Source: an optimization exercise on an open RTL-to-GDS flow (aim: small area and a short achievable clock period). Production flows keep margins and buffers that such runs may drop. At most, simulation tests tie the RTL to the original design; equivalence was not proved. The clock port is modelled as an ideal driver; clocking choices that lean on that would not hold on a real chip.

==> flow/design.v (excerpt) <==
module cordic #(
    parameter data_width = 16,
    parameter iterations = 15
    )(
    input clk,
    input reset_n,
    input logic signed [data_width-1:0] angle,
    input logic signed [data_width-1:0] x_i,
    input logic signed [data_width-1:0] y_i,
    output logic signed [data_width-1:0] cos,
    output logic signed [data_width-1:0] sin,
    input valid_in,
    output logic valid_out
    );
    logic [14:0] vp;
    always_ff @(posedge clk or negedge reset_n)
        if (!reset_n) vp <= '0;
        else vp <= {vp[13:0], valid_in};
    assign valid_out = vp[14];
    logic nxx, nxy, nyx, nyy;
    assign nxx = angle[15] ^ angle[14];
    assign nxy = ~(angle[15] & angle[14]);
    assign nyx = angle[15] & angle[14];
    assign nyy = angle[15] ^ angle[14];
    logic [15:0] my_i;
    assign my_i = -y_i;
    logic [15:0] x1n, y1n;
    assign x1n = (x_i ^ {16{nxx}}) + (nxy ? my_i : y_i) + {15'd0, nxx};
    assign y1n = (x_i ^ {16{nyx}}) + (y_i ^ {16{nyy}}) + {15'd0, nyx | nyy};
    logic [14:0] zop, zc;
    always_comb case (angle[15:14])
        2'b00: begin zop = angle[14:0]; zc = -15'sd12867; end
        2'b01: begin zop = {1'b0, angle[13:0]}; zc = -15'sd12867; end
  ...
For scale: about 5300 cells after synthesis, about 36000 sq um of cells after synthesis.
==> flow/config.mk <==
export PLATFORM = sky130hd
export DESIGN_NAME = cordic
export DESIGN_NICKNAME = cordic
export VERILOG_FILES = /design/flow/design.v
export SDC_FILE = /design/flow/constraint.sdc
export NUM_CORES = 4
export LEC_CHECK = 0
export ABC_AREA = 1
export CAP_MARGIN = 20
export CORE_MARGIN = 2
export CORE_UTILIZATION = 40
export SETUP_SLACK_MARGIN = 1.8
export SLEW_MARGIN = 20
==> flow/constraint.sdc <==
create_clock -name core_clock -period 4.0 [get_ports {clk}]
set_input_delay 0.8000 -clock core_clock [delete_from_list [all_inputs] [get_ports {clk}]]
set_output_delay 0.8000 -clock core_clock [all_outputs]
set_load 0.01 [all_outputs]
standard.sh (not shown) runs the stock make flow with config.mk's settings and CLKGATE_MAP_FILE= SYNTH_SCRIPT=/design/flow/synth_recipe.tcl, a recipe that flattens the netlist after the stock synthesis.
==> flow/flow/run.sh <==
#!/bin/bash
# Standard ORFS layout with three changes: synthesis does not extract full/half adder cells
# (ADDER_MAP_FILE empty), so ABC maps all arithmetic to plain gates; every port still gets
# its own buffer, but a sky130_fd_sc_hd__buf_2 rather than the delay cell the default picks;
# and clock tree synthesis inserts no dummy loads and uses the settings in flow/cts_args.
set -euo pipefail
CTS_EXTRA=$(cat flow/cts_args)
bash standard.sh ADDER_MAP_FILE= \
  "BUFFER_PORTS_ARGS=-buffer_cell sky130_fd_sc_hd__buf_2" \
  "CTS_ARGS=-sink_clustering_enable -repair_clock_nets -dont_use_dummy_load $CTS_EXTRA" \
  finish > make_finish.log 2>&1
==> flow/flow/cts_args <==
-sink_clustering_size 30 -sink_clustering_max_diameter 120
Rerun with:
--- a/flow/design.v
+++ b/flow/design.v
@@ -12,33 +12,34 @@
     input valid_in,
     output logic valid_out
     );
     logic [14:0] vp;
     always_ff @(posedge clk or negedge reset_n)
         if (!reset_n) vp <= '0;
         else vp <= {vp[13:0], valid_in};
     assign valid_out = vp[14];
-    logic nxx, nxy, nyx, nyy;
-    assign nxx = angle[15] ^ angle[14];
-    assign nxy = ~(angle[15] & angle[14]);
-    assign nyx = angle[15] & angle[14];
-    assign nyy = angle[15] ^ angle[14];
-    logic [15:0] my_i;
-    assign my_i = -y_i;
-    logic [15:0] x1n, y1n;
-    assign x1n = (x_i ^ {16{nxx}}) + (nxy ? my_i : y_i) + {15'd0, nxx};
-    assign y1n = (x_i ^ {16{nyx}}) + (y_i ^ {16{nyy}}) + {15'd0, nyx | nyy};
+    logic [15:0] s0, d0, e0, n0;
+    assign s0 = x_i + y_i;
+    assign d0 = x_i - y_i;
+    assign e0 = y_i - x_i;
+    assign n0 = ~x_i + ~y_i + 16'd2;
     logic [14:0] zop, zc;
     always_comb case (angle[15:14])
         2'b00: begin zop = angle[14:0]; zc = -15'sd12867; end
         2'b01: begin zop = {1'b0, angle[13:0]}; zc = -15'sd12867; end
         2'b10: begin zop = {1'b1, angle[13:0]}; zc = 15'sd12867; end
         default: begin zop = ~angle[14:0]; zc = -15'sd12866; end
     endcase
+    logic [15:0] x1n, y1n;
+    always_comb case (angle[15:14])
+        2'b00: begin x1n = d0; y1n = s0; end
+        2'b11: begin x1n = s0; y1n = e0; end
+        default: begin x1n = n0; y1n = d0; end
+    endcase
     logic [14:0] z1n;
     assign z1n = zop + zc;
     logic signed [15:0] x1, y1;
     logic signed [14:0] z1;
     always_ff @(posedge clk) begin x1 <= x1n; y1 <= y1n; z1 <= z1n[14:0]; end
     logic sx1;
     always_ff @(posedge clk) sx1 <= ~z1n[14];
     logic [15:0] xo1, yo1;
Result: The new run finished clean. Synthesized area came out higher by 6.6%. Utilization drops by 1.4 points. Synthesized cell count rises by 9.2%. Global-route usage rose by 1.5 points. Die area rose by 6.5%. Maximum frequency drops by 0.51%. Final cell count climbs by 7.9%. Via count goes up by 11%. Non-clock buffer count goes down by 34. Setup slack degrades by 0.011 ns. Clock skew barely changes.

========
## north
cordic again, from the RTL that the note above started with.
## cordic
module cordic #(
    parameter data_width = 16,
    parameter iterations = 15
    )(
    input clk,
    input reset_n,
    input logic signed [data_width-1:0] angle,
    input logic signed [data_width-1:0] x_i,
    input logic signed [data_width-1:0] y_i,
    output logic signed [data_width-1:0] cos,
    output logic signed [data_width-1:0] sin,
    input valid_in,
    output logic valid_out
    );
clock: 4.0 ns
lec_check: 0
abc_area: 1
cap_margin: 20
core_margin: 2
core_utilization: 40
setup_slack_margin: 1.8
slew_margin: 20
==> flow/flow/run.sh <==
#!/bin/bash
# Standard ORFS layout with three changes: synthesis does not extract full/half adder cells
# (ADDER_MAP_FILE empty), so ABC maps all arithmetic to plain gates; every port still gets
# its own buffer, but a sky130_fd_sc_hd__buf_2 rather than the delay cell the default picks;
# and clock tree synthesis inserts no dummy loads.
set -euo pipefail
bash standard.sh ADDER_MAP_FILE= \
  "BUFFER_PORTS_ARGS=-buffer_cell sky130_fd_sc_hd__buf_2" \
  "CTS_ARGS=-sink_clustering_enable -repair_clock_nets -dont_use_dummy_load" \
  finish > make_finish.log 2>&1
Setup changes, north to south
--- a/flow/design.v
+++ b/flow/design.v
@@ -8,35 +8,38 @@
     input logic signed [data_width-1:0] x_i,
     input logic signed [data_width-1:0] y_i,
     output logic signed [data_width-1:0] cos,
     output logic signed [data_width-1:0] sin,
     input valid_in,
     output logic valid_out
     );
-    logic [14:0] vp;
+    logic [15:0] vp;
     always_ff @(posedge clk or negedge reset_n)
         if (!reset_n) vp <= '0;
-        else vp <= {vp[13:0], valid_in};
-    assign valid_out = vp[14];
-    logic nxx, nxy, nyx, nyy;
-    assign nxx = angle[15] ^ angle[14];
-    assign nxy = ~(angle[15] & angle[14]);
-    assign nyx = angle[15] & angle[14];
-    assign nyy = angle[15] ^ angle[14];
-    logic [15:0] my_i;
-    assign my_i = -y_i;
-    logic [15:0] x1n, y1n;
-    assign x1n = (x_i ^ {16{nxx}}) + (nxy ? my_i : y_i) + {15'd0, nxx};
-    assign y1n = (x_i ^ {16{nyx}}) + (y_i ^ {16{nyy}}) + {15'd0, nyx | nyy};
+        else vp <= {vp[14:0], valid_in};
+    assign valid_out = vp[15];
+    logic [15:0] a_r, x_r, y_r;
+    always_ff @(posedge clk) begin a_r <= angle; x_r <= x_i; y_r <= y_i; end
+    logic [15:0] s0, d0, e0, n0;
+    assign s0 = x_r + y_r;
+    assign d0 = x_r - y_r;
+    assign e0 = y_r - x_r;
+    assign n0 = ~x_r + ~y_r + 16'd2;
     logic [14:0] zop, zc;
-    always_comb case (angle[15:14])
-        2'b00: begin zop = angle[14:0]; zc = -15'sd12867; end
-        2'b01: begin zop = {1'b0, angle[13:0]}; zc = -15'sd12867; end
-        2'b10: begin zop = {1'b1, angle[13:0]}; zc = 15'sd12867; end
-        default: begin zop = ~angle[14:0]; zc = -15'sd12866; end
+    always_comb case (a_r[15:14])
+        2'b00: begin zop = a_r[14:0]; zc = -15'sd12867; end
+        2'b01: begin zop = {1'b0, a_r[13:0]}; zc = -15'sd12867; end
+        2'b10: begin zop = {1'b1, a_r[13:0]}; zc = 15'sd12867; end
+        default: begin zop = ~a_r[14:0]; zc = -15'sd12866; end
+    endcase
+    logic [15:0] x1n, y1n;
+    always_comb case (a_r[15:14])
+        2'b00: begin x1n = d0; y1n = s0; end
+        2'b11: begin x1n = s0; y1n = e0; end
+        default: begin x1n = n0; y1n = d0; end
     endcase
     logic [14:0] z1n;
     assign z1n = zop + zc;
     logic signed [15:0] x1, y1;
     logic signed [14:0] z1;
     always_ff @(posedge clk) begin x1 <= x1n; y1 <= y1n; z1 <= z1n[14:0]; end
     logic sx1;
==> comparison <==
south vs north, origin of the worst setup path: sx5 vs z2[13]. Comparing south and north, the lower initial core utilization is on south. In south relative to north, distinct cell type count of the synthesized netlist had gone up by more than a quarter. north → south: final period utilization went down; total iterations of the first detailed-routing run now larger; count of max-cap constraint violations barely changed; share of final layout cell area taken by non-clock buffers shows a reduction of 1.9 points; clock buffer count up about 10%. Of south and north, the lower xor and xnor area share after synthesis belongs to south.
No functional check of the RTL was part of south.

==> re-timing with driven ports <==
Ports are ideal in the flow. The routed layouts listed here were re-timed in OpenROAD. Step 1 assumes that a clkbuf_16 drives the clock port and a buf_2 every other input. Step 2 times the ports against the registers' clock, not the clock port: input delays grow and output delays shrink by t, the midpoint of the rising clock arrivals with the driver on. Slacks: ideal / step 1 / step 2; pairs: ideal / step 1.
run	t (ns)	setup slack, ns	pins driven straight from the clock port
the first run of note 1	0.637	1.909 / 1.917 / 1.291	1
the second run of note 1	0.651	1.898 / 1.898 / 1.285	1
north	0.658	1.896 / 1.896 / 1.290	1
south	0.676	1.907 / 1.907 / 1.907	1
After both steps every run listed still meets setup and hold. For the first run of note 1, which loses most, drivers alone change the setup slack by +0.008 ns; drivers and shift together by -0.618 ns.
